What follows belongs to an exercise in optimizing a design on an open flow for small area; a production flow would make more cautious choices. Where RTL was checked, it was by simulation tests only, not by an equivalence proof against the original. Power figures rest on the tool's default switching activity, not on a simulated workload.

== north ==
// chess_top
module chess_top( MemOE, MemWR, RamCS, FlashCS, QuadSpiFlashCS,
		ClkPort,
		BtnL, BtnU, BtnD, BtnR, BtnC,
		Sw0,
		vga_hsync, vga_vsync,
		vga_r0, vga_r1, vga_r2,
		vga_g0, vga_g1, vga_g2,
		vga_b0, vga_b1,
		Ld0, Ld1, Ld2, Ld3, Ld4
	);
input		Sw0;
input		BtnL, BtnU, BtnD, BtnR, BtnC;
input		ClkPort;
output wire	MemOE, MemWR, RamCS, FlashCS, QuadSpiFlashCS;
assign MemOE = 1'b0;
assign MemWR = 1'b0;
assign RamCS = 1'b0;
assign FlashCS = 1'b0;
assign QuadSpiFlashCS = 1'b0;
output wire vga_hsync, vga_vsync;
output wire vga_r0, vga_r1, vga_r2;
output wire vga_g0, vga_g1, vga_g2;
output wire vga_b0, vga_b1;
output wire Ld0, Ld1, Ld2, Ld3, Ld4;
wire Reset = Sw0;
wire[2:0] vga_r;
wire[2:0] vga_g;
wire[1:0] vga_b;
assign vga_r0 = vga_r[2]; assign vga_r1 = vga_r[1]; assign vga_r2 = vga_r[0];
assign vga_g0 = vga_g[2]; assign vga_g1 = vga_g[1]; assign vga_g2 = vga_b[0];
assign vga_b0 = vga_b[1]; assign vga_b1 = vga_b[0];
wire BtnC_pulse, BtnU_pulse, BtnR_pulse, BtnL_pulse, BtnD_pulse;
input_debounce L_debounce(.CLK(ClkPort), .RESET(Reset), .Btn(BtnL), .Btn_pulse(BtnL_pulse));
input_debounce R_debounce(.CLK(ClkPort), .RESET(Reset), .Btn(BtnR), .Btn_pulse(BtnR_pulse));
input_debounce U_debounce(.CLK(ClkPort), .RESET(Reset), .Btn(BtnU), .Btn_pulse(BtnU_pulse));
input_debounce D_debounce(.CLK(ClkPort), .RESET(Reset), .Btn(BtnD), .Btn_pulse(BtnD_pulse));
input_debounce C_debounce(.CLK(ClkPort), .RESET(Reset), .Btn(BtnC), .Btn_pulse(BtnC_pulse));
function [3:0] init_piece;
	input [5:0] sq;
	reg [2:0] back;
	begin
		case (sq[2:0])
			3'd0, 3'd7: back = 3'd4;
			3'd1, 3'd6: back = 3'd2;
			3'd2, 3'd5: back = 3'd3;
			3'd3:       back = 3'd5;
			default:    back = 3'd6;
		endcase
		case (sq[5:3])
			3'd0: init_piece = {1'b1, back};
			3'd1: init_piece = 4'b1001;
			3'd6: init_piece = 4'b0001;
			3'd7: init_piece = {1'b0, back};
			default: init_piece = 4'b0000;
		endcase
	end
endfunction
wire [5:0] cursor_addr, selected_addr, dest_addr;
wire [3:0] sel_piece;
wire [2:0] logic_state;
wire [3:0] cursor_contents;
reg ahead_empty;
wire player_is_black;
game_logic logic_module(
  ...
export LEC_CHECK = 0
export CAP_MARGIN = 20
export CORE_MARGIN = 2
export CORE_UTILIZATION = 60
export CTS_BUF_LIST = sky130_fd_sc_hd__clkbuf_8
export PLACE_DENSITY = 0.7
export SLEW_MARGIN = 20
create_clock -name core_clock -period 10.0 [get_ports {ClkPort}]
run.sh (not shown) runs the stock make flow with config.mk's settings and CLKGATE_MAP_FILE= SYNTH_SCRIPT=/design/flow/synth_recipe.tcl, a recipe that flattens the netlist after the stock synthesis.
[inputs] south vs north
- putting CTS_CLUSTER_DIAMETER at 60 where nothing was set
- putting CTS_CLUSTER_SIZE at 30 where nothing was set
- swapping sky130_fd_sc_hd__clkbuf_8 for sky130_fd_sc_hd__clkbuf_16 in CTS_BUF_LIST
- swapping 60 for 50 in CORE_UTILIZATION
- swapping 0.7 for 0.8 in PLACE_DENSITY
Results
Re count of inverters other than clock inverters in the layout: no difference whatsoever between north and south.
Going from north to south, well-tap cell count now larger; cell count comparable; clock-buffer cell count now smaller.
Changes observed in south relative to north: first-pass GRT wire length stayed essentially flat, number of diodes held, design area has decreased, met2 routing resource usage after global routing now sits lower, total power after layout went down.
Input-level comparison between east and south:
- CTS_CLUSTER_DIAMETER: 60 -> 80
- PLACE_DENSITY: 0.8 -> 0.65
- CTS_CLUSTER_SIZE: 30 -> 22
--- outcome ---
east finished end to end and its layout was clean on timing, DRC and antenna.
Buffer share of cell area: east vs south — no meaningful difference
Met1 layer wirelength in the final routing, east vs south: up by a few percent
Looking at south and east, the hold slack is a wash.
Edits applied to the flow inputs when going from east to west:
- changing CTS_CLUSTER_SIZE from 22 to 30
- changing CTS_CLUSTER_DIAMETER from 80 to 100
Findings:
Compared west vs east, and fraction of met3 tracks used by global routing is down in west.
From east to west the numbers moved as follows: total power decreased by 1.1% relative to the old numbers; data arrival time of the critical path increased by 40 ps relative to the old numbers; pin count of the biggest net entering global routing closely matched the old numbers; number of non-filler instances in the completed layout decreased by 6 relative to the old numbers.
Comparing east against west, there is no change at all in post-synthesis compound-gate area fraction.
When west is measured against east, its relative contribution of the clock network to total power turns out 1.7 points lower.
Input changes introduced in middle (baseline for comparison: west):
- CORE_UTILIZATION changed from 50 to 70
- PLACE_DENSITY changed from 0.65 to 0.85
Notes after the runs:
- Against west, middle reports a die width that is lower.
- met3 routed wirelength in middle is 54% above west.
- Going from west to middle, met1 wire length moved down, peak per-stage delay on the critical path rose by 170 ps.
- Between west and middle, the total design power figures differ only marginally.
- [middle vs west] number of global-route vias before repair: higher in middle
- west → middle: total via count after detailed routing grew by 264; total routing usage reported by global routing grew by 7.4 points; final core utilization grew by 21 points; post-route cell area shrank by about 1%; part of the power in combinational logic shrank by 0.2 points.
No run of this note included a check of the RTL's function; only the layout flow was run.


## job 104
Another version of the RTL of chess_top (not shown whole).
Size: ~1200 cells after synthesis, about 27 I/O pins, ~15000 um^2 of cells after synthesis.
clock: 10.0 ns
lec_check: 0
cap_margin: 20
core_margin: 2
core_utilization: 60
cts_buf_list: sky130_fd_sc_hd__clkbuf_16
cts_cluster_diameter: 90
cts_cluster_size: 26
place_density: 0.75
slew_margin: 20
standard.sh (not shown) runs the stock make flow with config.mk's settings and CLKGATE_MAP_FILE= SYNTH_SCRIPT=/design/flow/synth_recipe.tcl, a recipe that flattens the netlist after the stock synthesis.
==> flow/flow/run.sh <==
#!/bin/bash
bash standard.sh BUFFER_PORTS_ARGS="-buffer_cell sky130_fd_sc_hd__buf_1" CTS_ARGS="-sink_clustering_enable -repair_clock_nets -buf_list sky130_fd_sc_hd__clkbuf_8 -sink_clustering_size 20 -sink_clustering_max_diameter 70" finish > standard.log 2>&1
diff inputs: job 104 => job 105
Settings: swapping 90 for 70 in CTS_CLUSTER_DIAMETER; swapping 26 for 30 in CTS_CLUSTER_SIZE.
==> flow/run.sh (new file) <==
#!/bin/bash
# synth_recipe.tcl (not shown) runs the flow's synth.tcl, then flattens the netlist and writes it again
# the make line also repeats each setting of config.mk as NAME=value (left out here)
make -C /OpenROAD-flow-scripts/flow DESIGN_CONFIG=/design/flow/config.mk WORK_HOME=/design/flow/orfs CLKGATE_MAP_FILE= SYNTH_SCRIPT=/design/flow/synth_recipe.tcl finish
removed: flow/flow/run.sh
removed: flow/standard.sh
### Flow results
Job 105 finished every stage and its layout cleared the timing, DRC and antenna checks.
Job 104: done, clean on timing, DRC and antenna
Diff job 104 -> job 105: relative contribution of the clock network to total power now sits higher, power density over cell area has increased.
Job 105: cell area after layout higher than job 104
Measured against job 105, the wire length on met3 of job 104 comes out at 1.2 times the reference value.
Against job 104, job 105 comes in about 1.8% higher on first-pass GRT wire length.
The run showing the smaller register-to-register slack is job 105.
Part of the power in registers | job 105 below job 104
Re setup slack: job 105 is 0.36 ns down on job 104.

## separate check: timing with driven ports
How much do the figures lean on ideal ports? The routed layouts below were timed once more, with nothing changed but the port constraints.
Step 1, drivers: a clkbuf_16 drives ClkPort and a buf_2 each remaining input, both assumed.
Step 2, shift: input delay + t, output delay - t, t = (earliest + latest rising clock arrival at the registers) / 2. This alone moves slack from input paths to output paths.
Three values: ideal ports, drivers, drivers and shift; two values: the first two.
run	t, ns	setup WS [ns]	hold slack, ns	worst setup path at the end
north	0.647	1.925 / 1.881 / 2.528	0.341 / 0.341 / 0.341	register to output
south	0.597	1.706 / 1.658 / 2.255	0.342 / 0.342 / 0.342	register to output
east	0.587	1.899 / 1.851 / 2.439	0.340 / 0.340 / 0.340	register to output
west	0.569	1.857 / 1.808 / 2.377	0.327 / 0.327 / 0.327	register to output
middle	0.560	1.813 / 1.771 / 2.331	0.329 / 0.329 / 0.329	register to output
job 104	0.655	2.636 / 2.591 / 3.245	0.322 / 0.322 / 0.322	register to output
job 105	0.585	2.274 / 2.227 / 2.812	0.306 / 0.306 / 0.306	register to output
After both steps every run listed still meets setup and hold.
